Context: an optimization exercise on an open-source flow, tuned for a short achievable clock period and few clock cycles. The choices shown serve that exercise and are no tape-out recipe. At most, simulation tests tie the RTL to the original design; equivalence was not proved. No driver is modelled on the clock port, so clock power and skew are understated where the tree is cut down; a real chip needs a root buffer or a tree. Power and IR drop assume default switching activity.

## old
==> module TopLevel, before the edit <==
module TopLevel(
  input        CLK,
  input        reset,
  input        start,
  output       halt,
  output [7:0] mem_addr,
  output       mem_re,
  output       mem_we,
  output [7:0] mem_wdata,
  input  [7:0] mem_rdata
);
  localparam logic [2:0] K_RLO = 3'd0, K_RHI = 3'd1, K_WLO = 3'd2, K_WHI = 3'd3,
                         K_RPAT = 3'd4, K_RSTR = 3'd5, K_NONE = 3'd6, K_WP3 = 3'd7;
  function automatic logic [15:0] encode(input logic [10:0] d);
    logic p1, p2, p4, p8, p16;
    p8  = ^d[10:4];
    p4  = (^d[10:7]) ^ (^d[3:1]);
    p2  = d[10]^d[9]^d[6]^d[5]^d[3]^d[2]^d[0];
    p1  = d[10]^d[8]^d[6]^d[4]^d[3]^d[1]^d[0];
    p16 = ^d ^ p8 ^ p4 ^ p2 ^ p1;
    encode = {d[10:4], p8, d[3:1], p4, d[0], p2, p1, p16};
  endfunction
  function automatic logic [15:0] decode(input logic [15:0] c);
    logic [3:0]  s;
    logic        par, dbl;
    logic [15:0] e;
    logic [10:0] d;
    s = '0;
    for (int k = 1; k < 16; k++)
      if (c[k]) s = s ^ 4'(k);
    par = ^c;
    e = par ? (16'h1 << s) : 16'h0;
    e = c ^ e;
    d = {e[15:9], e[7:5], e[3]};
    dbl = !par && (s != 4'd0);
    if (dbl) begin
      if (s == 4'd11) d = d ^ 11'h030;
      if (s == 4'd13) d = d ^ 11'h090;
      if (s == 4'd14) d = d ^ 11'h0a0;
    end
    decode = {dbl, 4'b0, d};
  endfunction
  function automatic logic [3:0] in_hits(input logic [7:0] b, input logic [4:0] pt);
    logic [3:0] h;
    for (int o = 0; o < 4; o++)
      h[o] = (b[7-o -: 5] == pt);
    in_hits = h;
  endfunction
  function automatic logic [3:0] cross_hits(input logic [7:0] a, input logic [7:0] b, input logic [4:0] pt);
    logic [15:0] w;
    logic [3:0]  h;
    w = {a, b};
    for (int o = 0; o < 4; o++)
      h[o] = (w[11-o -: 5] == pt);
    cross_hits = h;
  endfunction
  function automatic logic [2:0] cnt4(input logic [3:0] h);
    cnt4 = {2'b0, h[0]} + {2'b0, h[1]} + {2'b0, h[2]} + {2'b0, h[3]};
  endfunction
  logic       halt_r;
  logic [1:0] prog_r;           
  logic       re_r, we_r;
  logic [7:0] addr_r, wdata_r;
  logic [2:0] kind_r;
  logic       last_r;           
  logic [5:0] a_step;
  wire        p3     = (prog_r == 2'd2);
  wire [1:0]  prog_n = (prog_r == 2'd0) ? 2'd1 : 2'd2;
  wire [5:0]  s  = a_step;
  wire        t_wr  = p3 ? (s >= 6'd34) : ((s >= 6'd58) || s[0]);
  wire        t_rd  = p3 ? (s <= 6'd32) : !((s >= 6'd58) || s[0]);
  wire        t_hi  = (s >= 6'd58) ? s[0] : !s[1];
  wire [2:0]  t_kind = p3 ? (t_rd ? K_RSTR : t_wr ? K_WP3 : K_NONE) : {1'b0, t_wr, t_hi};
  wire [7:0]  t_p3w  = (s == 6'd34) ? 8'd193 : (s == 6'd35) ? 8'd192 : 8'd194;
  wire [4:0]  t_rdo  = p3 ? s[4:0] - 5'd1 : s[5:1] + 5'd1;
  wire [7:0]  t_rda  = {p3, prog_r[0], 1'b0, t_rdo};
  wire [7:0]  t_wra  = ((prog_r == 2'd0) ? 8'd29 : 8'd93) + {3'b0, s[5:1]} + {7'b0, s == 6'd59};
  wire [7:0]  t_addr = t_rd ? t_rda : (p3 ? t_p3w : t_wra);
  wire        t_lst  = p3 ? (s == 6'd36) : (s == 6'd59);
  logic [15:0] raw_r;           
  logic [7:0]  hi_r;            
  logic [4:0]  pat_r;           
  logic [7:0]  c1_r;            
  logic [5:0]  c2_r;            
  logic [6:0]  cx_r;            
  wire [15:0] code    = (prog_r == 2'd0) ? encode(raw_r[10:0]) : decode(raw_r);
  logic [2:0]  hcnt_r, xcnt_r;  
  wire        hit_on  = p3 && !halt_r && (a_step >= 6'd3) && (a_step <= 6'd34);
  wire        acc_on  = p3 && !halt_r && (a_step >= 6'd4) && (a_step <= 6'd35);
  logic       first;            
  wire [3:0]  hit_cur = in_hits(raw_r[7:0], pat_r);
  wire [3:0]  hit_x   = first ? 4'b0 : cross_hits(raw_r[15:8], raw_r[7:0], pat_r);
  logic [7:0] wdata_n;
  always_comb begin
    case (t_kind)
      K_WLO:   wdata_n = code[7:0];
      K_WHI:   wdata_n = hi_r;
      K_WP3:   case (s[1:0])
                 2'd2:    wdata_n = {2'b0, (|hit_cur) ? c2_r + 6'd1 : c2_r};    
                 2'd3:    wdata_n = c1_r + {5'b0, hcnt_r};   
                 default: wdata_n = c1_r + {1'b0, cx_r};  
               endcase
      default: wdata_n = 8'h00;
    endcase
  end
  wire [1:0] ip = (halt_r || !last_r) ? prog_r : prog_n;    
  wire [7:0] ip_addr  = (ip == 2'd0) ? 8'd0 : (ip == 2'd1) ? 8'd64 : 8'd160;
  wire [7:0] ip_delta = (ip == 2'd2) ? 8'h20 : 8'h01;
  wire [2:0] ip_kind  = (ip == 2'd2) ? K_RPAT : K_RLO;
  wire       go1      = halt_r && start;
  wire idle = halt_r || last_r;    
  always_ff @(posedge CLK) begin
    if (reset) begin
      halt_r  <= 1'b1;
      prog_r  <= 2'd0;
      last_r  <= 1'b0;
      re_r    <= 1'b1;
      we_r    <= 1'b0;
      addr_r  <= 8'd0;
      kind_r  <= K_RLO;
    end else if (idle) begin
      halt_r  <= halt_r ? !start : 1'b1;
      prog_r  <= ip;
      last_r  <= 1'b0;
      re_r    <= 1'b1;
      we_r    <= 1'b0;
      addr_r  <= ip_addr ^ (go1 ? ip_delta : 8'h00);
      kind_r  <= {ip_kind[2:1], go1};
    end else begin
      re_r    <= t_rd;
      we_r    <= t_wr;
      addr_r  <= t_addr;
      kind_r  <= t_kind;
      last_r  <= t_lst;
    end
  end
  always_ff @(posedge CLK) begin
    a_step <= idle ? 6'd2 : a_step + 6'd1;
    first  <= !idle && (a_step == 6'd2);
  end
  always_ff @(posedge CLK) begin
    wdata_r <= wdata_n;
    if (t_kind == K_WLO) hi_r <= code[15:8];
    if (kind_r == K_RLO || kind_r == K_RSTR) raw_r[7:0] <= mem_rdata;
    if (kind_r == K_RHI) raw_r[15:8] <= mem_rdata;
    if (kind_r == K_RSTR) raw_r[15:8] <= raw_r[7:0];
    if (kind_r == K_RPAT) pat_r <= mem_rdata[4:0];
    hcnt_r <= cnt4(hit_cur);
    xcnt_r <= cnt4(hit_x);
    if (kind_r == K_RPAT) begin
      c1_r <= '0; c2_r <= '0; cx_r <= '0;
    end else begin
      if (acc_on) begin
        c1_r <= c1_r + {5'b0, hcnt_r};
        cx_r <= cx_r + {4'b0, xcnt_r};
      end
      if (hit_on && (|hit_cur)) c2_r <= c2_r + 6'd1;
    end
  end
  assign halt      = halt_r;
  assign mem_addr  = addr_r;
  assign mem_re    = re_r;
  assign mem_we    = we_r;
  assign mem_wdata = wdata_r;
endmodule
Settings: LEC_CHECK=0, ABC_CLOCK_PERIOD_IN_PS=2000, CAP_MARGIN=40, CORE_MARGIN=2, CORE_UTILIZATION=25, SETUP_SLACK_MARGIN=5, SLEW_MARGIN=40, SYNTH_MEMORY_MAX_BITS=16384; clock period 10.0 ns.
standard.sh (not shown) runs the stock make flow with config.mk's settings and CLKGATE_MAP_FILE= SYNTH_SCRIPT=/design/flow/synth_recipe.tcl, a recipe that flattens the netlist after the stock synthesis.
==> flow/flow/run.sh <==
#!/bin/bash
# Standard ORFS layout (the standard.sh) with three changes to how it is
# made; the clock period and I/O constraints are unchanged:
#  - timing repair aims at a 7.3 ns setup margin instead of stopping at the
#    10 ns constraint, and may resize cells across footprints;
#  - port buffers are sky130_fd_sc_hd__buf_4;
#  - at the end of the CTS step, flow/cts_tree.tcl replaces the clock tree
#    with a balanced one-level tree: the clock port feeds 4 clkbuf_16, each
#    driving a quarter of the flip-flops.
# make's output goes to make_finish.log; each ORFS step keeps its own log
# under orfs/logs.
set -euo pipefail
export MAN_CTS_NBUF=4 MAN_CTS_NLEAF=0
bash standard.sh \
  SETUP_SLACK_MARGIN=7.3 \
  MATCH_CELL_FOOTPRINT=0 \
  "BUFFER_PORTS_ARGS=-buffer_cell sky130_fd_sc_hd__buf_4" \
  POST_CTS_TCL=$PWD/flow/cts_tree.tcl \
  finish > make_finish.log 2>&1
Other scripts of this flow, unchanged in this note and not shown: flow/flow/cts_tree.tcl
Testbench counts of old, summed over its fixed seeds: cycles 5,056.
Edits applied to the flow inputs when going from old to new:
--- a/flow/design.v
+++ b/flow/design.v
@@ -85,11 +85,11 @@
   logic [6:0]  cx_r;            
   wire [15:0] code    = (prog_r == 2'd0) ? encode(raw_r[10:0]) : decode(raw_r);
   logic [2:0]  hcnt_r, xcnt_r;  
   wire        hit_on  = p3 && !halt_r && (a_step >= 6'd3) && (a_step <= 6'd34);
   wire        acc_on  = p3 && !halt_r && (a_step >= 6'd4) && (a_step <= 6'd35);
-  logic       first;            
+  wire        first   = (a_step == 6'd3);
   wire [3:0]  hit_cur = in_hits(raw_r[7:0], pat_r);
   wire [3:0]  hit_x   = first ? 4'b0 : cross_hits(raw_r[15:8], raw_r[7:0], pat_r);
   logic [7:0] wdata_n;
   always_comb begin
     case (t_kind)
@@ -132,14 +132,12 @@
       addr_r  <= t_addr;
       kind_r  <= t_kind;
       last_r  <= t_lst;
     end
   end
-  always_ff @(posedge CLK) begin
+  always_ff @(posedge CLK)
     a_step <= idle ? 6'd2 : a_step + 6'd1;
-    first  <= !idle && (a_step == 6'd2);
-  end
   always_ff @(posedge CLK) begin
     wdata_r <= wdata_n;
     if (t_kind == K_WLO) hi_r <= code[15:8];
     if (kind_r == K_RLO || kind_r == K_RSTR) raw_r[7:0] <= mem_rdata;
     if (kind_r == K_RHI) raw_r[15:8] <= mem_rdata;
==> run summary <==
- The higher final cell count came out of old.
- Between new and old, the clock slew at the register clock pins of the worst setup and hold paths figures differ only marginally.
- Compared with old, new shows a number of buffers and inverters on the critical path that is 1 higher.
- In new the layout sequential cell count turned out 1 lower than in old.
- Power: new draws less than old
- Against old as the reference, new delivers a higher layout overhead on the synthesized area.
The RTL of new was laid out without a check of its function. In every run of this note, the design's own scripts or RTL, not TritonCTS, make the clock network.

[separate check: timing with driven ports]
How much do the figures lean on ideal ports? The routed layouts below were timed once more, with nothing changed but the port constraints.
Step 1 (the two cells are an assumption about what drives the block):
set clk [get_ports {CLK}]
set_driving_cell -lib_cell sky130_fd_sc_hd__clkbuf_16 $clk
set_driving_cell -lib_cell sky130_fd_sc_hd__buf_2 [delete_from_list [all_inputs] $clk]
Step 2, shift: input delay + t, output delay - t, t = (earliest + latest rising clock arrival at the registers) / 2. This alone moves slack from input paths to output paths.
Slacks: no drivers / after step 1 / after step 2; pairs: no drivers / after step 1.
run	t (ns)	setup WS [ns]	latest minus earliest clock arrival (ns)	slew at the worst register clock pin (ns)
old	0.251	7.323 / 7.274 / 7.138	0.028 / 0.028	0.12 / 0.12
new	0.242	7.338 / 7.299 / 7.158	0.012 / 0.013	0.10 / 0.10
After both steps setup and hold are still met in every run listed. The setup slack of old, which loses most, moves by -0.049 ns with the drivers and by -0.185 ns with both steps.
